This is an optimization exercise on Yosys and OpenROAD, whose aim is small area, a short achievable clock period and few clock cycles, not a production implementation.
Only simulation tests tie the RTL to the original design; equivalence was not proved.

==> flow/design.v <==
module CONVEX(
input               CLK,
input               RST,
input       [4:0]   PT_XY,
output              READ_PT,
output reg  [9:0]   DROP_X,
output reg  [9:0]   DROP_Y,
output reg          DROP_V);
reg  [2:0]  rx_cnt;
reg  [19:0] rx;
reg         rx_full;
reg  [19:0] pn;
reg         pn_v;
reg  [1:0]  npts;
reg         rp_n;                           
assign      READ_PT = !rp_n;
wire        accept   = READ_PT && (rx_cnt == 3'd0 || rx_cnt == 3'd1);
wire [2:0]  rx_cnt_n = accept ? 3'd4 : (rx_cnt != 3'd0 ? rx_cnt - 3'd1 : 3'd0);
wire        rx_done  = (rx_cnt == 3'd1);
wire        pn_take;                        
reg         use_pn;
wire        use_pn_n;
wire        pn_free  = !(pn_v || use_pn) || pn_take;
wire        rx_move  = rx_full && pn_free;
wire        rx_byp   = rx_done && pn_free;
wire        rx_full_n = (rx_done && !pn_free) || (rx_full && !rx_move);
wire        pn_start;                       
wire        pn_v_n    = rx_move || rx_byp || (pn_v && !pn_take && !pn_start);
always @(posedge CLK) begin
    if (rx_cnt != 3'd0) rx <= {rx[14:0], PT_XY};
    if (rx_move)     pn <= rx;
    else if (rx_byp) pn <= {rx[14:0], PT_XY};
end
always @(posedge CLK or posedge RST) begin
    if (RST) begin
        rx_cnt  <= 3'd0;
        rx_full <= 1'b0;
        pn_v    <= 1'b0;
        use_pn  <= 1'b0;
        rp_n    <= 1'b0;
    end
    else begin
        rx_cnt  <= rx_cnt_n;
        rx_full <= rx_full_n;
        pn_v    <= pn_v_n;
        use_pn  <= use_pn_n;
        rp_n    <= !(!rx_full_n && (rx_cnt_n == 3'd0 || (rx_cnt_n == 3'd1 && !pn_v_n && !use_pn_n)));
    end
end
reg  [19:0] Q [0:11];
reg  [3:0]  cnt;
wire        pop;
reg  [19:0] D0, D1;
wire [3:0]  base = cnt - {3'd0, pop};
wire        s3_v, s3_first, s3_last, s3_vis;
wire [19:0] s3_A;
reg  [12:0] at;                             
integer k, j;
always @(*) begin
    for (k = 0; k < 13; k = k + 1) at[k] = (cnt == k);
end
reg         pend, pend_drop0, pend_ins0, pend_inside;
reg         bodd;
wire        base_odd = bodd;
wire [19:0] DE = base_odd ? D1 : D0;        
wire [19:0] DO = base_odd ? D0 : D1;        
always @(posedge CLK) begin
    for (j = 0; j < 12; j = j + 1) begin
        if (pop ? (at[j+1] || at[j]) : (at[j] || (j > 0 && at[(j > 0) ? j - 1 : 0])))
            Q[j] <= (j % 2 == 0) ? DE : DO;
        else if (pop && j < 11)
            Q[j] <= Q[(j < 11) ? j + 1 : 11];
    end
end
always @(posedge CLK or posedge RST) begin
    if (RST) begin
        cnt  <= 4'd0;
        bodd <= 1'b0;
    end
    else begin
        cnt  <= vout ? cnt_n1 : cnt_n0;
        bodd <= (vout ? cnt_n1[0] : cnt_n0[0]) ^ s1_v ^ (tri_d && !vout);
    end
end
reg         in_pass, need_last;
reg  [3:0]  tc;                             
reg  [19:0] PT, R0;
reg         r0_ok;                          
reg         fin;                            
reg  [3:0]  Hp;                             
wire        fin_set;
reg         s1_v, s2_v, s1_first, s1_last, s2_first, s2_last, s1_tri, s2_tri;
reg         tri_act;
wire        tri_d;
wire [1:0]  ip      = {1'b0, s1_v} + {1'b0, s2_v};
reg         ip_0, ip_1;
wire [19:0] A       = ip_0 ? Q[0] : ip_1 ? Q[1] : Q[2];
wire        r0_now  = s2_v && s2_first;
wire [19:0] B       = need_last ? (r0_ok ? R0 : Q[0]) : ip_0 ? Q[1] : ip_1 ? Q[2] : Q[3];
wire        avail2  = (cnt >= {2'd0, ip} + 4'd2);
wire        all_normal = fin && (tc + 4'd1 == Hp);
wire        last_is = in_pass && need_last && (r0_ok || r0_now) && !tri_act;
wire        start   = (!in_pass || last_is) && pn_v && npts == 2'd2;
wire        direct  = pn_v && npts != 2'd2;             
wire        normal  = in_pass && !need_last && !all_normal && avail2;
wire        keep_pn  = start && (s1_v || s2_v);
wire        to_pt    = (start && !keep_pn) || (use_pn && pend);
assign      use_pn_n = keep_pn || (use_pn && !pend);
assign      pn_take  = direct || to_pt;
assign      pn_start = start;
wire [19:0] P        = use_pn ? pn : PT;    
wire        issue   = normal || last_is;
assign      pop     = s2_v;                 
always @(posedge CLK) begin
    if (to_pt) PT <= pn;
end
always @(posedge CLK or posedge RST) begin
    if (RST) begin
        in_pass   <= 1'b0;
        need_last <= 1'b0;
        tc        <= 4'd0;
        npts      <= 2'd0;
        tri_act   <= 1'b0;
        fin       <= 1'b0;
    end
    else begin
        if (direct) begin
            npts <= npts + 2'd1;
            if (npts == 2'd1) begin
                fin     <= 1'b1;
                tri_act <= 1'b1;
            end
        end
        if (last_is) begin
            in_pass   <= 1'b0;
            need_last <= 1'b0;
            fin       <= 1'b0;
        end
        if (start) begin
            in_pass <= 1'b1;
            tc      <= 4'd0;
        end
        else if (normal) begin
            tc <= tc + 4'd1;
            if (fin && tc + 4'd2 == Hp) need_last <= 1'b1;
        end
        else if (in_pass && !need_last && all_normal)
            need_last <= 1'b1;
        if (fin_set) begin
            fin <= 1'b1;
        end
        if (tri_d) begin
            in_pass   <= 1'b0;
            need_last <= 1'b0;
            tri_act   <= 1'b0;
        end
    end
end
reg  [10:0] s1_aX, s1_nY;
reg  [5:0]  s1_oneY, s1_twoY, s1_negY, s1_oneX, s1_twoX, s1_negX;
reg  [22:0] s2_r0, s2_r1, s2_r2;
function [17:0] booth;
    input [10:0] m;
    reg   [12:0] e;
    integer k;
    begin
        e = {m[10], m, 1'b0};
        for (k = 0; k < 6; k = k + 1) begin
            booth[k]      = e[2*k+1] ^ e[2*k];
            booth[6 + k]  = (e[2*k+2] & ~e[2*k+1] & ~e[2*k]) | (~e[2*k+2] & e[2*k+1] & e[2*k]);
            booth[12 + k] = e[2*k+2];
        end
    end
endfunction
wire [10:0] i_bX = {1'b0, B[19:10]} - {1'b0, P[19:10]};
wire [10:0] i_bY = {1'b0, B[9:0]}   - {1'b0, P[9:0]};
always @(posedge CLK) begin
    s1_aX <= {1'b0, A[19:10]} - {1'b0, P[19:10]};
    s1_nY <= {1'b0, P[9:0]}      - {1'b0, A[9:0]};
    {s1_negY, s1_twoY, s1_oneY} <= booth(i_bY);
    {s1_negX, s1_twoX, s1_oneX} <= booth(i_bX);
    s1_first <= (tc == 4'd0) && !need_last;
    s1_last  <= need_last;
    s1_tri   <= tri_act;
end
wire [22:0] cs_r0, cs_r1, cs_r2;
CXS cxs(.aX(s1_aX), .nY(s1_nY),
        .oneY(s1_oneY), .twoY(s1_twoY), .negY(s1_negY),
        .oneX(s1_oneX), .twoX(s1_twoX), .negX(s1_negX),
        .r0(cs_r0), .r1(cs_r1), .r2(cs_r2));
always @(posedge CLK) begin
    s2_r0 <= cs_r0;
    s2_r1 <= cs_r1;
    s2_r2 <= cs_r2;
    s2_first <= s1_first;
    s2_last  <= s1_last;
    s2_tri   <= s1_tri;
end
wire [22:0] cs_s = s2_r0 ^ s2_r1 ^ s2_r2;
wire [22:0] cs_c = {(s2_r0[21:0] & s2_r1[21:0]) | (s2_r0[21:0] & s2_r2[21:0]) | (s2_r1[21:0] & s2_r2[21:0]), 1'b0};
wire [21:0] cs_g = cs_s[21:0] & cs_c[21:0];
wire [21:0] cs_p = cs_s[21:0] | cs_c[21:0];
reg  [31:0] t_g, t_p;
integer     lv, q;
always @(*) begin
    t_g = {10'd0, cs_g};
    t_p = {{10{1'b1}}, cs_p};
    for (lv = 1; lv < 32; lv = lv * 2)
        for (q = 0; q < 32; q = q + 2 * lv) begin
            t_g[q] = t_g[q + lv] | (t_p[q + lv] & t_g[q]);
            t_p[q] = t_p[q + lv] & t_p[q];
        end
end
wire [1:0]  cs_gp = {t_g[0], t_p[0]};
wire        cs_sign = cs_s[22] ^ cs_c[22] ^ cs_gp[1];
assign      s3_v     = s2_v;
assign      s3_first = s2_first;
assign      s3_last  = s2_last;
assign      s3_vis   = cs_sign;
assign      s3_A     = Q[0];                  
always @(posedge CLK or posedge RST) begin
    if (RST) begin
        s1_v <= 1'b0;
        s2_v <= 1'b0;
        ip_0 <= 1'b1;
        ip_1 <= 1'b0;
    end
    else begin
        s1_v <= issue;
        s2_v <= s1_v;
        ip_0 <= !issue && !s1_v;
        ip_1 <= issue ^ s1_v;
    end
end
reg         prev_vis, vis0, anyvis;
reg  [3:0]  Hrun;
wire        vin   = prev_vis;
wire        vout  = s3_vis;
wire        dec   = s3_v && !s3_first;
wire        drop  = dec && vin && vout;
wire        drop0 = vout && vis0;
wire        ins0  = vis0 && !vout;
wire [3:0]  Hrun_m2 = Hrun - 4'd2;
wire [3:0]  Hrun_m1 = Hrun - 4'd1;
wire [3:0]  Hrun_p1 = Hrun + 4'd1;
assign      tri_d   = s3_v && s2_tri;
assign      fin_set = (dec && s3_last) || tri_d;
wire [3:0]  Hp_v0   = vis0 ? Hrun_p1 : Hrun;
wire [3:0]  Hp_v1   = vin ? (vis0 ? Hrun_m2 : Hrun_m1) : (vis0 ? Hrun : Hrun_p1);
wire [3:0]  Hp_h    = (direct && npts == 2'd1) ? 4'd2 : Hp;
wire [3:0]  Hp_c0   = fin_set ? (tri_d ? 4'd3 : Hp_v0) : Hp_h;
wire [3:0]  Hp_c1   = fin_set ? (tri_d ? 4'd3 : Hp_v1) : Hp_h;
wire [3:0]  Hrun_c0 = (s3_v && s3_first) ? Hp : Hrun;
wire [3:0]  Hrun_c1 = (s3_v && s3_first) ? Hp : dec ? (vin ? Hrun_m1 : Hrun_p1) : Hrun;
always @(posedge CLK or posedge RST) begin
    if (RST) Hp <= 4'd0;
    else     Hp <= vout ? Hp_c1 : Hp_c0;
end
always @(posedge CLK) begin
    Hrun <= vout ? Hrun_c1 : Hrun_c0;
end
wire [1:0]  pend_n  = pend_drop0 ? 2'd0 : pend_ins0 ? 2'd2 : 2'd1;
wire [1:0]  npush0  = direct ? 2'd1 : pend ? pend_n : dec ? 2'd1 : 2'd0;
wire [1:0]  npush1  = direct ? 2'd1 : pend ? pend_n : dec ? (vin ? 2'd0 : 2'd2) : 2'd0;
wire [3:0]  cnt_n0  = (npush0 == 2'd0) ? base : (npush0 == 2'd1) ? base + 4'd1 : base + 4'd2;
wire [3:0]  cnt_n1  = (npush1 == 2'd0) ? base : (npush1 == 2'd1) ? base + 4'd1 : base + 4'd2;
always @(*) begin
    D0 = direct ? pn : pend ? R0 : s3_A;
    D1 = PT;
end
always @(posedge CLK) begin
    if (s3_v && s3_first) begin
        R0 <= s3_A;
        vis0 <= s3_vis;
        prev_vis <= s3_vis;
        anyvis <= s3_vis;
    end
    else if (dec) begin
        prev_vis <= s3_vis;
        anyvis <= anyvis | s3_vis;
    end
    if (fin_set) begin
        pend_drop0  <= drop0 && !tri_d;
        pend_ins0   <= ins0 || tri_d;
        pend_inside <= !(anyvis || vout) && !tri_d;
    end
end
always @(posedge CLK or posedge RST) begin
    if (RST) begin
        pend  <= 1'b0;
        r0_ok <= 1'b0;
    end
    else begin
        pend  <= fin_set;
        r0_ok <= start ? 1'b0 : (s3_v && s3_first) ? 1'b1 : r0_ok;
    end
end
always @(posedge CLK) begin
    if (pend)
        {DROP_X, DROP_Y} <= pend_drop0 ? R0 : PT;
    else
        {DROP_X, DROP_Y} <= s3_A;
end
always @(posedge CLK or posedge RST) begin
    if (RST) DROP_V <= 1'b0;
    else     DROP_V <= pend ? (pend_drop0 || pend_inside) : drop;
end
endmodule
module CXS(input [10:0] aX, input [10:0] nY,
           input [5:0] oneY, input [5:0] twoY, input [5:0] negY,
           input [5:0] oneX, input [5:0] twoX, input [5:0] negX,
           output [22:0] r0, output [22:0] r1, output [22:0] r2);
wire pY0_0 = ((oneY[0] & aX[0]) | (twoY[0] & 1'b0)) ^ negY[0];
wire pY0_1 = ((oneY[0] & aX[1]) | (twoY[0] & aX[0])) ^ negY[0];
wire pY0_2 = ((oneY[0] & aX[2]) | (twoY[0] & aX[1])) ^ negY[0];
wire pY0_3 = ((oneY[0] & aX[3]) | (twoY[0] & aX[2])) ^ negY[0];
wire pY0_4 = ((oneY[0] & aX[4]) | (twoY[0] & aX[3])) ^ negY[0];
wire pY0_5 = ((oneY[0] & aX[5]) | (twoY[0] & aX[4])) ^ negY[0];
wire pY0_6 = ((oneY[0] & aX[6]) | (twoY[0] & aX[5])) ^ negY[0];
wire pY0_7 = ((oneY[0] & aX[7]) | (twoY[0] & aX[6])) ^ negY[0];
wire pY0_8 = ((oneY[0] & aX[8]) | (twoY[0] & aX[7])) ^ negY[0];
wire pY0_9 = ((oneY[0] & aX[9]) | (twoY[0] & aX[8])) ^ negY[0];
wire pY0_10 = ((oneY[0] & aX[10]) | (twoY[0] & aX[9])) ^ negY[0];
wire pY0_11 = ((oneY[0] & aX[10]) | (twoY[0] & aX[10])) ^ negY[0];
wire pY1_0 = ((oneY[1] & aX[0]) | (twoY[1] & 1'b0)) ^ negY[1];
wire pY1_1 = ((oneY[1] & aX[1]) | (twoY[1] & aX[0])) ^ negY[1];
wire pY1_2 = ((oneY[1] & aX[2]) | (twoY[1] & aX[1])) ^ negY[1];
wire pY1_3 = ((oneY[1] & aX[3]) | (twoY[1] & aX[2])) ^ negY[1];
wire pY1_4 = ((oneY[1] & aX[4]) | (twoY[1] & aX[3])) ^ negY[1];
wire pY1_5 = ((oneY[1] & aX[5]) | (twoY[1] & aX[4])) ^ negY[1];
wire pY1_6 = ((oneY[1] & aX[6]) | (twoY[1] & aX[5])) ^ negY[1];
wire pY1_7 = ((oneY[1] & aX[7]) | (twoY[1] & aX[6])) ^ negY[1];
wire pY1_8 = ((oneY[1] & aX[8]) | (twoY[1] & aX[7])) ^ negY[1];
wire pY1_9 = ((oneY[1] & aX[9]) | (twoY[1] & aX[8])) ^ negY[1];
wire pY1_10 = ((oneY[1] & aX[10]) | (twoY[1] & aX[9])) ^ negY[1];
wire pY1_11 = ((oneY[1] & aX[10]) | (twoY[1] & aX[10])) ^ negY[1];
wire pY2_0 = ((oneY[2] & aX[0]) | (twoY[2] & 1'b0)) ^ negY[2];
wire pY2_1 = ((oneY[2] & aX[1]) | (twoY[2] & aX[0])) ^ negY[2];
wire pY2_2 = ((oneY[2] & aX[2]) | (twoY[2] & aX[1])) ^ negY[2];
wire pY2_3 = ((oneY[2] & aX[3]) | (twoY[2] & aX[2])) ^ negY[2];
wire pY2_4 = ((oneY[2] & aX[4]) | (twoY[2] & aX[3])) ^ negY[2];
wire pY2_5 = ((oneY[2] & aX[5]) | (twoY[2] & aX[4])) ^ negY[2];
wire pY2_6 = ((oneY[2] & aX[6]) | (twoY[2] & aX[5])) ^ negY[2];
wire pY2_7 = ((oneY[2] & aX[7]) | (twoY[2] & aX[6])) ^ negY[2];
wire pY2_8 = ((oneY[2] & aX[8]) | (twoY[2] & aX[7])) ^ negY[2];
wire pY2_9 = ((oneY[2] & aX[9]) | (twoY[2] & aX[8])) ^ negY[2];
wire pY2_10 = ((oneY[2] & aX[10]) | (twoY[2] & aX[9])) ^ negY[2];
wire pY2_11 = ((oneY[2] & aX[10]) | (twoY[2] & aX[10])) ^ negY[2];
wire pY3_0 = ((oneY[3] & aX[0]) | (twoY[3] & 1'b0)) ^ negY[3];
wire pY3_1 = ((oneY[3] & aX[1]) | (twoY[3] & aX[0])) ^ negY[3];
wire pY3_2 = ((oneY[3] & aX[2]) | (twoY[3] & aX[1])) ^ negY[3];
wire pY3_3 = ((oneY[3] & aX[3]) | (twoY[3] & aX[2])) ^ negY[3];
wire pY3_4 = ((oneY[3] & aX[4]) | (twoY[3] & aX[3])) ^ negY[3];
wire pY3_5 = ((oneY[3] & aX[5]) | (twoY[3] & aX[4])) ^ negY[3];
wire pY3_6 = ((oneY[3] & aX[6]) | (twoY[3] & aX[5])) ^ negY[3];
wire pY3_7 = ((oneY[3] & aX[7]) | (twoY[3] & aX[6])) ^ negY[3];
wire pY3_8 = ((oneY[3] & aX[8]) | (twoY[3] & aX[7])) ^ negY[3];
wire pY3_9 = ((oneY[3] & aX[9]) | (twoY[3] & aX[8])) ^ negY[3];
wire pY3_10 = ((oneY[3] & aX[10]) | (twoY[3] & aX[9])) ^ negY[3];
wire pY3_11 = ((oneY[3] & aX[10]) | (twoY[3] & aX[10])) ^ negY[3];
wire pY4_0 = ((oneY[4] & aX[0]) | (twoY[4] & 1'b0)) ^ negY[4];
wire pY4_1 = ((oneY[4] & aX[1]) | (twoY[4] & aX[0])) ^ negY[4];
wire pY4_2 = ((oneY[4] & aX[2]) | (twoY[4] & aX[1])) ^ negY[4];
wire pY4_3 = ((oneY[4] & aX[3]) | (twoY[4] & aX[2])) ^ negY[4];
wire pY4_4 = ((oneY[4] & aX[4]) | (twoY[4] & aX[3])) ^ negY[4];
wire pY4_5 = ((oneY[4] & aX[5]) | (twoY[4] & aX[4])) ^ negY[4];
wire pY4_6 = ((oneY[4] & aX[6]) | (twoY[4] & aX[5])) ^ negY[4];
wire pY4_7 = ((oneY[4] & aX[7]) | (twoY[4] & aX[6])) ^ negY[4];
wire pY4_8 = ((oneY[4] & aX[8]) | (twoY[4] & aX[7])) ^ negY[4];
wire pY4_9 = ((oneY[4] & aX[9]) | (twoY[4] & aX[8])) ^ negY[4];
wire pY4_10 = ((oneY[4] & aX[10]) | (twoY[4] & aX[9])) ^ negY[4];
wire pY4_11 = ((oneY[4] & aX[10]) | (twoY[4] & aX[10])) ^ negY[4];
wire pY5_0 = ((oneY[5] & aX[0]) | (twoY[5] & 1'b0)) ^ negY[5];
wire pY5_1 = ((oneY[5] & aX[1]) | (twoY[5] & aX[0])) ^ negY[5];
wire pY5_2 = ((oneY[5] & aX[2]) | (twoY[5] & aX[1])) ^ negY[5];
wire pY5_3 = ((oneY[5] & aX[3]) | (twoY[5] & aX[2])) ^ negY[5];
wire pY5_4 = ((oneY[5] & aX[4]) | (twoY[5] & aX[3])) ^ negY[5];
wire pY5_5 = ((oneY[5] & aX[5]) | (twoY[5] & aX[4])) ^ negY[5];
wire pY5_6 = ((oneY[5] & aX[6]) | (twoY[5] & aX[5])) ^ negY[5];
wire pY5_7 = ((oneY[5] & aX[7]) | (twoY[5] & aX[6])) ^ negY[5];
wire pY5_8 = ((oneY[5] & aX[8]) | (twoY[5] & aX[7])) ^ negY[5];
wire pY5_9 = ((oneY[5] & aX[9]) | (twoY[5] & aX[8])) ^ negY[5];
wire pY5_10 = ((oneY[5] & aX[10]) | (twoY[5] & aX[9])) ^ negY[5];
wire pY5_11 = ((oneY[5] & aX[10]) | (twoY[5] & aX[10])) ^ negY[5];
wire pX0_0 = ((oneX[0] & nY[0]) | (twoX[0] & 1'b0)) ^ negX[0];
wire pX0_1 = ((oneX[0] & nY[1]) | (twoX[0] & nY[0])) ^ negX[0];
wire pX0_2 = ((oneX[0] & nY[2]) | (twoX[0] & nY[1])) ^ negX[0];
wire pX0_3 = ((oneX[0] & nY[3]) | (twoX[0] & nY[2])) ^ negX[0];
wire pX0_4 = ((oneX[0] & nY[4]) | (twoX[0] & nY[3])) ^ negX[0];
wire pX0_5 = ((oneX[0] & nY[5]) | (twoX[0] & nY[4])) ^ negX[0];
wire pX0_6 = ((oneX[0] & nY[6]) | (twoX[0] & nY[5])) ^ negX[0];
wire pX0_7 = ((oneX[0] & nY[7]) | (twoX[0] & nY[6])) ^ negX[0];
wire pX0_8 = ((oneX[0] & nY[8]) | (twoX[0] & nY[7])) ^ negX[0];
wire pX0_9 = ((oneX[0] & nY[9]) | (twoX[0] & nY[8])) ^ negX[0];
wire pX0_10 = ((oneX[0] & nY[10]) | (twoX[0] & nY[9])) ^ negX[0];
wire pX0_11 = ((oneX[0] & nY[10]) | (twoX[0] & nY[10])) ^ negX[0];
wire pX1_0 = ((oneX[1] & nY[0]) | (twoX[1] & 1'b0)) ^ negX[1];
wire pX1_1 = ((oneX[1] & nY[1]) | (twoX[1] & nY[0])) ^ negX[1];
wire pX1_2 = ((oneX[1] & nY[2]) | (twoX[1] & nY[1])) ^ negX[1];
wire pX1_3 = ((oneX[1] & nY[3]) | (twoX[1] & nY[2])) ^ negX[1];
wire pX1_4 = ((oneX[1] & nY[4]) | (twoX[1] & nY[3])) ^ negX[1];
wire pX1_5 = ((oneX[1] & nY[5]) | (twoX[1] & nY[4])) ^ negX[1];
wire pX1_6 = ((oneX[1] & nY[6]) | (twoX[1] & nY[5])) ^ negX[1];
wire pX1_7 = ((oneX[1] & nY[7]) | (twoX[1] & nY[6])) ^ negX[1];
wire pX1_8 = ((oneX[1] & nY[8]) | (twoX[1] & nY[7])) ^ negX[1];
wire pX1_9 = ((oneX[1] & nY[9]) | (twoX[1] & nY[8])) ^ negX[1];
wire pX1_10 = ((oneX[1] & nY[10]) | (twoX[1] & nY[9])) ^ negX[1];
wire pX1_11 = ((oneX[1] & nY[10]) | (twoX[1] & nY[10])) ^ negX[1];
wire pX2_0 = ((oneX[2] & nY[0]) | (twoX[2] & 1'b0)) ^ negX[2];
wire pX2_1 = ((oneX[2] & nY[1]) | (twoX[2] & nY[0])) ^ negX[2];
wire pX2_2 = ((oneX[2] & nY[2]) | (twoX[2] & nY[1])) ^ negX[2];
wire pX2_3 = ((oneX[2] & nY[3]) | (twoX[2] & nY[2])) ^ negX[2];
wire pX2_4 = ((oneX[2] & nY[4]) | (twoX[2] & nY[3])) ^ negX[2];
wire pX2_5 = ((oneX[2] & nY[5]) | (twoX[2] & nY[4])) ^ negX[2];
wire pX2_6 = ((oneX[2] & nY[6]) | (twoX[2] & nY[5])) ^ negX[2];
wire pX2_7 = ((oneX[2] & nY[7]) | (twoX[2] & nY[6])) ^ negX[2];
wire pX2_8 = ((oneX[2] & nY[8]) | (twoX[2] & nY[7])) ^ negX[2];
wire pX2_9 = ((oneX[2] & nY[9]) | (twoX[2] & nY[8])) ^ negX[2];
wire pX2_10 = ((oneX[2] & nY[10]) | (twoX[2] & nY[9])) ^ negX[2];
wire pX2_11 = ((oneX[2] & nY[10]) | (twoX[2] & nY[10])) ^ negX[2];
wire pX3_0 = ((oneX[3] & nY[0]) | (twoX[3] & 1'b0)) ^ negX[3];
wire pX3_1 = ((oneX[3] & nY[1]) | (twoX[3] & nY[0])) ^ negX[3];
wire pX3_2 = ((oneX[3] & nY[2]) | (twoX[3] & nY[1])) ^ negX[3];
wire pX3_3 = ((oneX[3] & nY[3]) | (twoX[3] & nY[2])) ^ negX[3];
wire pX3_4 = ((oneX[3] & nY[4]) | (twoX[3] & nY[3])) ^ negX[3];
wire pX3_5 = ((oneX[3] & nY[5]) | (twoX[3] & nY[4])) ^ negX[3];
wire pX3_6 = ((oneX[3] & nY[6]) | (twoX[3] & nY[5])) ^ negX[3];
wire pX3_7 = ((oneX[3] & nY[7]) | (twoX[3] & nY[6])) ^ negX[3];
wire pX3_8 = ((oneX[3] & nY[8]) | (twoX[3] & nY[7])) ^ negX[3];
wire pX3_9 = ((oneX[3] & nY[9]) | (twoX[3] & nY[8])) ^ negX[3];
wire pX3_10 = ((oneX[3] & nY[10]) | (twoX[3] & nY[9])) ^ negX[3];
wire pX3_11 = ((oneX[3] & nY[10]) | (twoX[3] & nY[10])) ^ negX[3];
wire pX4_0 = ((oneX[4] & nY[0]) | (twoX[4] & 1'b0)) ^ negX[4];
wire pX4_1 = ((oneX[4] & nY[1]) | (twoX[4] & nY[0])) ^ negX[4];
wire pX4_2 = ((oneX[4] & nY[2]) | (twoX[4] & nY[1])) ^ negX[4];
wire pX4_3 = ((oneX[4] & nY[3]) | (twoX[4] & nY[2])) ^ negX[4];
wire pX4_4 = ((oneX[4] & nY[4]) | (twoX[4] & nY[3])) ^ negX[4];
wire pX4_5 = ((oneX[4] & nY[5]) | (twoX[4] & nY[4])) ^ negX[4];
wire pX4_6 = ((oneX[4] & nY[6]) | (twoX[4] & nY[5])) ^ negX[4];
wire pX4_7 = ((oneX[4] & nY[7]) | (twoX[4] & nY[6])) ^ negX[4];
wire pX4_8 = ((oneX[4] & nY[8]) | (twoX[4] & nY[7])) ^ negX[4];
wire pX4_9 = ((oneX[4] & nY[9]) | (twoX[4] & nY[8])) ^ negX[4];
wire pX4_10 = ((oneX[4] & nY[10]) | (twoX[4] & nY[9])) ^ negX[4];
wire pX4_11 = ((oneX[4] & nY[10]) | (twoX[4] & nY[10])) ^ negX[4];
wire pX5_0 = ((oneX[5] & nY[0]) | (twoX[5] & 1'b0)) ^ negX[5];
wire pX5_1 = ((oneX[5] & nY[1]) | (twoX[5] & nY[0])) ^ negX[5];
wire pX5_2 = ((oneX[5] & nY[2]) | (twoX[5] & nY[1])) ^ negX[5];
wire pX5_3 = ((oneX[5] & nY[3]) | (twoX[5] & nY[2])) ^ negX[5];
wire pX5_4 = ((oneX[5] & nY[4]) | (twoX[5] & nY[3])) ^ negX[5];
wire pX5_5 = ((oneX[5] & nY[5]) | (twoX[5] & nY[4])) ^ negX[5];
wire pX5_6 = ((oneX[5] & nY[6]) | (twoX[5] & nY[5])) ^ negX[5];
wire pX5_7 = ((oneX[5] & nY[7]) | (twoX[5] & nY[6])) ^ negX[5];
wire pX5_8 = ((oneX[5] & nY[8]) | (twoX[5] & nY[7])) ^ negX[5];
wire pX5_9 = ((oneX[5] & nY[9]) | (twoX[5] & nY[8])) ^ negX[5];
wire pX5_10 = ((oneX[5] & nY[10]) | (twoX[5] & nY[9])) ^ negX[5];
wire pX5_11 = ((oneX[5] & nY[10]) | (twoX[5] & nY[10])) ^ negX[5];
wire neg5s = negY[5] ^ negX[5];
wire neg5c = negY[5] & negX[5];
wire w1 = pY0_6 ^ pY1_4;
wire w2 = pY0_6 & pY1_4;
wire w3 = pY0_8 ^ pY1_6 ^ pY2_4;
wire w4 = (pY0_8 & pY1_6) | (pY0_8 & pY2_4) | (pY1_6 & pY2_4);
wire w5 = pY3_2 ^ pY4_0;
wire w6 = pY3_2 & pY4_0;
wire w7 = pY0_9 ^ pY1_7 ^ pY2_5;
wire w8 = (pY0_9 & pY1_7) | (pY0_9 & pY2_5) | (pY1_7 & pY2_5);
wire w9 = pY3_3 ^ pY4_1;
wire w10 = pY3_3 & pY4_1;
wire w11 = pY0_10 ^ pY1_8 ^ pY2_6;
wire w12 = (pY0_10 & pY1_8) | (pY0_10 & pY2_6) | (pY1_8 & pY2_6);
wire w13 = pY3_4 ^ pY4_2 ^ pY5_0;
wire w14 = (pY3_4 & pY4_2) | (pY3_4 & pY5_0) | (pY4_2 & pY5_0);
wire w15 = pX0_10 ^ pX1_8 ^ pX2_6;
wire w16 = (pX0_10 & pX1_8) | (pX0_10 & pX2_6) | (pX1_8 & pX2_6);
wire w17 = ~pY0_11 ^ pY1_9 ^ pY2_7;
wire w18 = (~pY0_11 & pY1_9) | (~pY0_11 & pY2_7) | (pY1_9 & pY2_7);
wire w19 = pY3_5 ^ pY4_3 ^ pY5_1;
wire w20 = (pY3_5 & pY4_3) | (pY3_5 & pY5_1) | (pY4_3 & pY5_1);
wire w21 = ~pX0_11 ^ pX1_9 ^ pX2_7;
wire w22 = (~pX0_11 & pX1_9) | (~pX0_11 & pX2_7) | (pX1_9 & pX2_7);
wire w23 = pX3_5 ^ pX4_3;
wire w24 = pX3_5 & pX4_3;
wire w25 = pY1_10 ^ pY2_8 ^ pY3_6;
wire w26 = (pY1_10 & pY2_8) | (pY1_10 & pY3_6) | (pY2_8 & pY3_6);
wire w27 = pY4_4 ^ pY5_2 ^ pX1_10;
wire w28 = (pY4_4 & pY5_2) | (pY4_4 & pX1_10) | (pY5_2 & pX1_10);
wire w29 = pX2_8 ^ pX3_6 ^ pX4_4;
wire w30 = (pX2_8 & pX3_6) | (pX2_8 & pX4_4) | (pX3_6 & pX4_4);
wire w31 = ~pY1_11 ^ pY2_9 ^ pY3_7;
wire w32 = (~pY1_11 & pY2_9) | (~pY1_11 & pY3_7) | (pY2_9 & pY3_7);
wire w33 = pY4_5 ^ pY5_3 ^ ~pX1_11;
wire w34 = (pY4_5 & pY5_3) | (pY4_5 & ~pX1_11) | (pY5_3 & ~pX1_11);
wire w35 = pX2_9 ^ pX3_7;
wire w36 = pX2_9 & pX3_7;
wire w37 = pY2_10 ^ pY3_8 ^ pY4_6;
wire w38 = (pY2_10 & pY3_8) | (pY2_10 & pY4_6) | (pY3_8 & pY4_6);
wire w39 = ~pY2_11 ^ pY3_9;
wire w40 = ~pY2_11 & pY3_9;
wire w41 = pY0_4 ^ pY1_2 ^ pY2_0;
wire w42 = (pY0_4 & pY1_2) | (pY0_4 & pY2_0) | (pY1_2 & pY2_0);
wire w43 = pY0_5 ^ pY1_3;
wire w44 = pY0_5 & pY1_3;
wire w45 = w1 ^ pY2_2 ^ pY3_0;
wire w46 = (w1 & pY2_2) | (w1 & pY3_0) | (pY2_2 & pY3_0);
wire w47 = negY[3] ^ pX0_6 ^ pX1_4;
wire w48 = (negY[3] & pX0_6) | (negY[3] & pX1_4) | (pX0_6 & pX1_4);
wire w49 = pY0_7 ^ pY1_5 ^ pY2_3;
wire w50 = (pY0_7 & pY1_5) | (pY0_7 & pY2_3) | (pY1_5 & pY2_3);
wire w51 = pY3_1 ^ pX0_7 ^ pX1_5;
wire w52 = (pY3_1 & pX0_7) | (pY3_1 & pX1_5) | (pX0_7 & pX1_5);
wire w53 = pX2_3 ^ pX3_1;
wire w54 = pX2_3 & pX3_1;
wire w55 = w3 ^ w5 ^ negY[4];
wire w56 = (w3 & w5) | (w3 & negY[4]) | (w5 & negY[4]);
wire w57 = pX0_8 ^ pX1_6 ^ pX2_4;
wire w58 = (pX0_8 & pX1_6) | (pX0_8 & pX2_4) | (pX1_6 & pX2_4);
wire w59 = pX3_2 ^ pX4_0 ^ negX[4];
wire w60 = (pX3_2 & pX4_0) | (pX3_2 & negX[4]) | (pX4_0 & negX[4]);
wire w61 = w7 ^ w9 ^ pX0_9;
wire w62 = (w7 & w9) | (w7 & pX0_9) | (w9 & pX0_9);
wire w63 = pX1_7 ^ pX2_5 ^ pX3_3;
wire w64 = (pX1_7 & pX2_5) | (pX1_7 & pX3_3) | (pX2_5 & pX3_3);
wire w65 = pX4_1 ^ w4 ^ w6;
wire w66 = (pX4_1 & w4) | (pX4_1 & w6) | (w4 & w6);
wire w67 = w11 ^ w13 ^ w15;
wire w68 = (w11 & w13) | (w11 & w15) | (w13 & w15);
wire w69 = pX3_4 ^ pX4_2 ^ pX5_0;
wire w70 = (pX3_4 & pX4_2) | (pX3_4 & pX5_0) | (pX4_2 & pX5_0);
wire w71 = neg5s ^ w8 ^ w10;
wire w72 = (neg5s & w8) | (neg5s & w10) | (w8 & w10);
wire w73 = w17 ^ w19 ^ w21;
wire w74 = (w17 & w19) | (w17 & w21) | (w19 & w21);
wire w75 = w23 ^ pX5_1 ^ neg5c;
wire w76 = (w23 & pX5_1) | (w23 & neg5c) | (pX5_1 & neg5c);
wire w77 = w12 ^ w14 ^ w16;
wire w78 = (w12 & w14) | (w12 & w16) | (w14 & w16);
wire w79 = w25 ^ w27 ^ w29;
wire w80 = (w25 & w27) | (w25 & w29) | (w27 & w29);
wire w81 = pX5_2 ^ 1'b1 ^ w18;
wire w82 = (pX5_2 & 1'b1) | (pX5_2 & w18) | (1'b1 & w18);
wire w83 = w20 ^ w22 ^ w24;
wire w84 = (w20 & w22) | (w20 & w24) | (w22 & w24);
wire w85 = w31 ^ w33 ^ w35;
wire w86 = (w31 & w33) | (w31 & w35) | (w33 & w35);
wire w87 = pX4_5 ^ pX5_3 ^ 1'b1;
wire w88 = (pX4_5 & pX5_3) | (pX4_5 & 1'b1) | (pX5_3 & 1'b1);
wire w89 = w26 ^ w28 ^ w30;
wire w90 = (w26 & w28) | (w26 & w30) | (w28 & w30);
wire w91 = w37 ^ pY5_4 ^ pX2_10;
wire w92 = (w37 & pY5_4) | (w37 & pX2_10) | (pY5_4 & pX2_10);
wire w93 = pX3_8 ^ pX4_6 ^ pX5_4;
wire w94 = (pX3_8 & pX4_6) | (pX3_8 & pX5_4) | (pX4_6 & pX5_4);
wire w95 = w32 ^ w34 ^ w36;
wire w96 = (w32 & w34) | (w32 & w36) | (w34 & w36);
wire w97 = w39 ^ pY4_7 ^ pY5_5;
wire w98 = (w39 & pY4_7) | (w39 & pY5_5) | (pY4_7 & pY5_5);
wire w99 = ~pX2_11 ^ pX3_9 ^ pX4_7;
wire w100 = (~pX2_11 & pX3_9) | (~pX2_11 & pX4_7) | (pX3_9 & pX4_7);
wire w101 = pX5_5 ^ 1'b1 ^ w38;
wire w102 = (pX5_5 & 1'b1) | (pX5_5 & w38) | (1'b1 & w38);
wire w103 = pY3_10 ^ pY4_8 ^ pY5_6;
wire w104 = (pY3_10 & pY4_8) | (pY3_10 & pY5_6) | (pY4_8 & pY5_6);
wire w105 = pX3_10 ^ pX4_8 ^ pX5_6;
wire w106 = (pX3_10 & pX4_8) | (pX3_10 & pX5_6) | (pX4_8 & pX5_6);
wire w107 = ~pY3_11 ^ pY4_9 ^ pY5_7;
wire w108 = (~pY3_11 & pY4_9) | (~pY3_11 & pY5_7) | (pY4_9 & pY5_7);
wire w109 = ~pX3_11 ^ pX4_9;
wire w110 = ~pX3_11 & pX4_9;
wire w111 = pY0_2 ^ pY1_0 ^ negY[1];
wire w112 = (pY0_2 & pY1_0) | (pY0_2 & negY[1]) | (pY1_0 & negY[1]);
wire w113 = pY0_3 ^ pY1_1;
wire w114 = pY0_3 & pY1_1;
wire w115 = w41 ^ negY[2] ^ pX0_4;
wire w116 = (w41 & negY[2]) | (w41 & pX0_4) | (negY[2] & pX0_4);
wire w117 = pX1_2 ^ pX2_0;
wire w118 = pX1_2 & pX2_0;
wire w119 = w43 ^ pY2_1 ^ pX0_5;
wire w120 = (w43 & pY2_1) | (w43 & pX0_5) | (pY2_1 & pX0_5);
wire w121 = pX1_3 ^ pX2_1 ^ w42;
wire w122 = (pX1_3 & pX2_1) | (pX1_3 & w42) | (pX2_1 & w42);
wire w123 = w45 ^ w47 ^ pX2_2;
wire w124 = (w45 & w47) | (w45 & pX2_2) | (w47 & pX2_2);
wire w125 = pX3_0 ^ negX[3] ^ w44;
wire w126 = (pX3_0 & negX[3]) | (pX3_0 & w44) | (negX[3] & w44);
wire w127 = w49 ^ w51 ^ w53;
wire w128 = (w49 & w51) | (w49 & w53) | (w51 & w53);
wire w129 = w2 ^ w46 ^ w48;
wire w130 = (w2 & w46) | (w2 & w48) | (w46 & w48);
wire w131 = w55 ^ w57 ^ w59;
wire w132 = (w55 & w57) | (w55 & w59) | (w57 & w59);
wire w133 = w50 ^ w52 ^ w54;
wire w134 = (w50 & w52) | (w50 & w54) | (w52 & w54);
wire w135 = w61 ^ w63 ^ w65;
wire w136 = (w61 & w63) | (w61 & w65) | (w63 & w65);
wire w137 = w56 ^ w58 ^ w60;
wire w138 = (w56 & w58) | (w56 & w60) | (w58 & w60);
wire w139 = w67 ^ w69 ^ w71;
wire w140 = (w67 & w69) | (w67 & w71) | (w69 & w71);
wire w141 = w62 ^ w64 ^ w66;
wire w142 = (w62 & w64) | (w62 & w66) | (w64 & w66);
wire w143 = w73 ^ w75 ^ w77;
wire w144 = (w73 & w75) | (w73 & w77) | (w75 & w77);
wire w145 = w68 ^ w70 ^ w72;
wire w146 = (w68 & w70) | (w68 & w72) | (w70 & w72);
wire w147 = w79 ^ w81 ^ w83;
wire w148 = (w79 & w81) | (w79 & w83) | (w81 & w83);
wire w149 = w74 ^ w76 ^ w78;
wire w150 = (w74 & w76) | (w74 & w78) | (w76 & w78);
wire w151 = w85 ^ w87 ^ w89;
wire w152 = (w85 & w87) | (w85 & w89) | (w87 & w89);
wire w153 = w80 ^ w82 ^ w84;
wire w154 = (w80 & w82) | (w80 & w84) | (w82 & w84);
wire w155 = w91 ^ w93 ^ w95;
wire w156 = (w91 & w93) | (w91 & w95) | (w93 & w95);
wire w157 = w86 ^ w88 ^ w90;
wire w158 = (w86 & w88) | (w86 & w90) | (w88 & w90);
wire w159 = w97 ^ w99 ^ w101;
wire w160 = (w97 & w99) | (w97 & w101) | (w99 & w101);
wire w161 = w92 ^ w94 ^ w96;
wire w162 = (w92 & w94) | (w92 & w96) | (w94 & w96);
wire w163 = w103 ^ w105 ^ w40;
wire w164 = (w103 & w105) | (w103 & w40) | (w105 & w40);
wire w165 = w98 ^ w100 ^ w102;
wire w166 = (w98 & w100) | (w98 & w102) | (w100 & w102);
wire w167 = w107 ^ w109 ^ pX5_7;
wire w168 = (w107 & w109) | (w107 & pX5_7) | (w109 & pX5_7);
wire w169 = 1'b1 ^ w104 ^ w106;
wire w170 = (1'b1 & w104) | (1'b1 & w106) | (w104 & w106);
wire w171 = pY4_10 ^ pY5_8 ^ pX4_10;
wire w172 = (pY4_10 & pY5_8) | (pY4_10 & pX4_10) | (pY5_8 & pX4_10);
wire w173 = pX5_8 ^ w108 ^ w110;
wire w174 = (pX5_8 & w108) | (pX5_8 & w110) | (w108 & w110);
wire w175 = ~pY4_11 ^ pY5_9 ^ ~pX4_11;
wire w176 = (~pY4_11 & pY5_9) | (~pY4_11 & ~pX4_11) | (pY5_9 & ~pX4_11);
wire w177 = pX5_9 ^ 1'b1;
wire w178 = pX5_9 & 1'b1;
wire w179 = pY0_0 ^ negY[0];
wire w180 = pY0_0 & negY[0];
wire w181 = w111 ^ pX0_2;
wire w182 = w111 & pX0_2;
wire w183 = w113 ^ pX0_3 ^ pX1_1;
wire w184 = (w113 & pX0_3) | (w113 & pX1_1) | (pX0_3 & pX1_1);
wire w185 = w115 ^ w117 ^ negX[2];
wire w186 = (w115 & w117) | (w115 & negX[2]) | (w117 & negX[2]);
wire w187 = w119 ^ w121 ^ w116;
wire w188 = (w119 & w121) | (w119 & w116) | (w121 & w116);
wire w189 = w123 ^ w125 ^ w120;
wire w190 = (w123 & w125) | (w123 & w120) | (w125 & w120);
wire w191 = w127 ^ w129 ^ w124;
wire w192 = (w127 & w129) | (w127 & w124) | (w129 & w124);
wire w193 = w131 ^ w133 ^ w128;
wire w194 = (w131 & w133) | (w131 & w128) | (w133 & w128);
wire w195 = w135 ^ w137 ^ w132;
wire w196 = (w135 & w137) | (w135 & w132) | (w137 & w132);
wire w197 = w139 ^ w141 ^ w136;
wire w198 = (w139 & w141) | (w139 & w136) | (w141 & w136);
wire w199 = w143 ^ w145 ^ w140;
wire w200 = (w143 & w145) | (w143 & w140) | (w145 & w140);
wire w201 = w147 ^ w149 ^ w144;
wire w202 = (w147 & w149) | (w147 & w144) | (w149 & w144);
wire w203 = w151 ^ w153 ^ w148;
wire w204 = (w151 & w153) | (w151 & w148) | (w153 & w148);
wire w205 = w155 ^ w157 ^ w152;
wire w206 = (w155 & w157) | (w155 & w152) | (w157 & w152);
wire w207 = w159 ^ w161 ^ w156;
wire w208 = (w159 & w161) | (w159 & w156) | (w161 & w156);
wire w209 = w163 ^ w165 ^ w160;
wire w210 = (w163 & w165) | (w163 & w160) | (w165 & w160);
wire w211 = w167 ^ w169 ^ w164;
wire w212 = (w167 & w169) | (w167 & w164) | (w169 & w164);
wire w213 = w171 ^ w173 ^ w168;
wire w214 = (w171 & w173) | (w171 & w168) | (w173 & w168);
wire w215 = w175 ^ w177 ^ w172;
wire w216 = (w175 & w177) | (w175 & w172) | (w177 & w172);
wire w217 = pY5_10 ^ pX5_10 ^ w176;
wire w218 = (pY5_10 & pX5_10) | (pY5_10 & w176) | (pX5_10 & w176);
wire w219 = ~pY5_11 ^ ~pX5_11;
wire w220 = ~pY5_11 & ~pX5_11;
assign r0 = {w220, w219, w217, w215, w213, w211, w209, w207, w205, w203, w201, w199, w197, w195, w193, w191, w189, w187, w185, w183, w181, pY0_1, w179};
assign r1 = {1'b0, 1'b1, w178, w174, w170, w166, w162, w158, w154, w150, w146, w142, w138, w134, w130, w126, w122, w118, w114, w112, pX1_0, pX0_1, pX0_0};
assign r2 = {1'b0, w218, w216, w214, w212, w210, w208, w206, w204, w202, w200, w198, w196, w194, w192, w190, w188, w186, w184, w182, negX[1], w180, negX[0]};
endmodule
==> flow/run.sh <==
#!/bin/bash
# synth_recipe.tcl (not shown) runs the flow's synth.tcl, then flattens the netlist and writes it again
# the make line also repeats each setting of config.mk as NAME=value (left out here)
make -C /OpenROAD-flow-scripts/flow DESIGN_CONFIG=/design/flow/config.mk WORK_HOME=/design/flow/orfs CLKGATE_MAP_FILE= SYNTH_SCRIPT=/design/flow/synth_recipe.tcl finish
==> flow/config.mk <==
export PLATFORM = sky130hd
export DESIGN_NAME = CONVEX
export DESIGN_NICKNAME = CONVEX
export VERILOG_FILES = /design/flow/design.v
export SDC_FILE = /design/flow/constraint.sdc
export NUM_CORES = 4
export LEC_CHECK = 0
export CAP_MARGIN = 20
export CORE_MARGIN = 2
export CORE_UTILIZATION = 55
export CTS_CLUSTER_DIAMETER = 120
export CTS_CLUSTER_SIZE = 20
export SETUP_SLACK_MARGIN = 5
export SLEW_MARGIN = 20
==> flow/constraint.sdc <==
create_clock -name core_clock -period 8.5 [get_ports {CLK}]
set_input_delay 1.7000 -clock core_clock [delete_from_list [all_inputs] [get_ports {CLK}]]
set_output_delay 1.7000 -clock core_clock [all_outputs]
set_load 0.01 [all_outputs]
==> run summary <==
## logic make-up (layout without fill, tap and decap cells)
| logic type | count (synthesis) | after routing | synth area share [%] |
|---|---|---|---|
| multiplexers | 194 | 194 | 7.06 |
| buffers and inverters | 386 | 341 | 5.24 |
| AO/OA/AOI/OAI | 603 | 603 | 12.8 |
| AND/OR/NAND/NOR | 537 | 538 | 8.03 |
| adder cells (fa/ha/maj) | 197 | 197 | 11.8 |
| XOR/XNOR | 202 | 202 | 6.33 |
| flip-flops | 511 | 511 | 48.8 |
## sequential cells by signal, summed over array words and instances, names as in the netlist, 11 cells and up
signal / count
Q: 240
s2_r1: 21
R0: 20
PT: 20
s1_aX: 11
s2_r0: 23
pn: 20
rx: 20
s1_nY: 11
s2_r2: 22
## final cells by class
class	instances	area, um2	share of cell area (%)
timing repair buffer	62	648	2.17
clock inverter	2	20.0	0.0669
inverter	227	852	2.85
sequential	511	13700	45.8
multi-input combinational	1734	13000	43.6
clock buffer	50	805	2.69
tap	672	841	2.81
## placed cells by master (no fill, tap or decap), types with 6 or more instances in the layout
cell	count
nor2_1	238
nand2_1	202
a211oi_1	23
mux2i_1	167
nor2b_1	10
a21oi_1	221
nand2b_1	18
xor2_1	85
o21bai_1	7
a22oi_1	102
fa_1	112
a21o_1	19
inv_1	227
o21a_1	6
edfxtp_1	330
ha_1	82
a31oi_1	6
nand3_1	9
buf_4	24
dfxtp_2	9
nor3_1	12
clkbuf_16	32
xnor2_1	116
and2_1	8
clkbuf_1	21
clkdlybuf4s50_1	28
dfxtp_1	139
mux2_2	24
o22ai_1	7
dfrtp_1	28
o21ai_0	158
and3_1	8
## through the flow
stage	std cells	utilization, %	hold slack [ns]
floorplan	2630	-	0.310
global placement	3195	57.4	0.313
detailed placement	3196	57.4	0.322
CTS	3251	59.2	0.339
global route	3258	59.5	0.341
finish	3258	59.5	0.335
## how the worst max path moves through the flow
stage / to / slack, ns / depth (start not counted)
2_1_floorplan: s1_twoX[4] / 5.14 / 16
6_report: s2_r0[14] / 5.07 / 8
3_5_place_dp: Hrun[2] / 4.62 / 10
4_1_cts: s2_r0[14] / 5.00 / 7
5_1_grt: s1_oneY[5] / 4.92 / 15
3_3_place_gp: Hrun[3] / 4.65 / 10
## critical path, stage by stage, from the launching register on
cell	delay [ns]
dfxtp_1	0.66
a22oi_1	0.19
xnor2_1	0.19
fa_1	0.55
inv_1	0.06
fa_1	0.56
inv_1	0.06
fa_1	0.52
fa_1	0.50
## per-layer routing
| metal | share of wire, % | vias to the layer above | global-route usage (%) |
|---|---|---|---|
| met4 | 1.7 | 0 | 5.34 |
| met3 | 4.9 | 73 | 2.50 |
| met5 | 0 | - | 0 |
| li1 | - | 8907 | - |
| met1 | 46 | 9048 | 36.7 |
| met2 | 47 | 451 | 41.9 |
## what timing repair did
action,CTS,global route
setup endpoints to repair,34,38
cloned,1,3
resized for setup,7,20
pin swaps,1,3
setup buffers,2,3
==> impl_metrics.tcl <==
set metrics [dict create \
    status "complete, no violations" \
    core_area_um2 50300 \
    ys_ff_latch 511 \
    min_from "s1_last" \
    htreeDepth 1 \
    antenna_found_initial 0 \
    crit_arrival_ns 3.90 \
    wl_per_cell_um 20.5 \
    setup_ws_ns 5.07 \
    dp_slack_ns 4.62 \
    postLayoutCellArea_um2 29900 \
    rows 82 \
    critPathLaunch "s1_oneY[2]" \
    netlist_top_cells_count "330 x edfxtp_1, 241 x nor2_1, 227 x inv_1" \
    clock_latency_ns 0.62 \
    gr-usage-all-layers_pct 25.4 \
    cts.hold.buffers_added 0 \
    area_delta_synth_final_pct 6.63 \
    grt_first_pass_wirelength_um 106000 \
    timing_hold_violations_final 0 \
    min_to "s2_last" \
    place_area_um2 28900 \
    max_freq_ghz 0.292 \
    synth-main-ff-cell "edfxtp_1" \
    r2r_end "s2_r0[14]" \
    timing.rr.start "s1_oneY[2]" \
    setup_viol 0 \
    cp-start-kind "flip-flop" \
    clockBufferDepth 3 \
    antenna_left 0 \
    tns_ns 0 \
    antenna_cells 0 \
    synth.net_count 2831 \
    cap_violations 0 \
    worstMarginPinSlew_ns 1.10 \
    rsz0062_at_grt "yes" \
    dr.pass1.iters 8 \
    grt_max_degree 81 \
    synth.cell_area_um2 28100 \
    drc 0 \
    die_area_um2 52800 \
    drt_iter0_markers 1500 \
    slew_violations 0 \
    cts_tree "done" \
    cts.sinks 511 \
    netlist_instances 2630 \
    drt_wl_total_um 66800 \
    die_y_um 230 \
    port_buffers 28 \
    path_clk_slew_ns 0.09 \
    rrSetupSlack_ns 5.07 \
    cts_root_buf "clkbuf_16" \
    synthTopCellsByArea "edfxtp_1 35%, dfxtp_1 11%, fa_1 8.0%, mux2i_1 6.0%, a21oi_1 4.0%" \
    boundaryPins 29 \
    required_ns 8.98 \
    max-slew-margin-rel_pct 26.5 \
    overflow 0 \
    finalClockSkew_ns 0.0217 \
    vias 18479 \
    synth_top_area_share_pct 35.3 \
    yosys.area.top_type "edfxtp_1" \
    whs_path_depth 0 \
    yosysMostFrequentCell "edfxtp_1" \
    final_nets 2766 \
    ys_seq_area_share_pct 48.8 \
    initial_utilization_pct 55.8 \
    avgSynthCellArea_um2 10.7 \
    place_congestion 0.871 \
    ys_async_sr_fraction_pct 6.46 \
    r2r_cells 8 \
    criticalPathCategory "flip-flop to flip-flop" \
    vias_per_cell 5.67 \
    synth-edff-count 330 \
    fp.dieW_um 230 \
    endpoint_kind "flip-flop" \
    fin_crit_sh_pct 40.3 \
    ys_warn_count 2 \
    yosysUniqueCellTypes 74 \
    post-route-min-period_ns 3.43 \
    dp_hpwl_um 48400 \
    final.fill_count 4247 \
    cts_made_buffers 29 \
    grt_pass1_vias 18542 \
    cp_max_fo 12 \
    drive_above_1_share_pct 5.65 \
    hold_class "flip-flop to flip-flop" \
]
Testbench counts, summed over its fixed seeds: cycles 23,534.

==> static timing again, ports no longer ideal <==
The results above use ideal ports. As a check the final layout listed here was re-extracted and re-timed, cells and wires unchanged.
Step 1 sets driving cells, clkbuf_16 on the clock port and buf_2 on the other inputs (assumed; they add their load-dependent delay and slew).
Step 2 adds t to the input delays and takes it off the output delays; t is the mean of the earliest and latest rising clock arrival at the registers after step 1. Input paths then give back, and output paths get back, about the clock's delay inside the block.
Slacks: ideal ports / drivers / drivers and shift; pairs: ideal ports / drivers.
t, ns: 0.668
setup WS [ns]: 5.072 / 5.072 / 5.072
worst slew at a driven data input, ns: 0.03
After both steps this run still meets setup and hold. For this run, drivers alone change the setup slack by 0.000 ns; drivers and shift together by 0.000 ns.
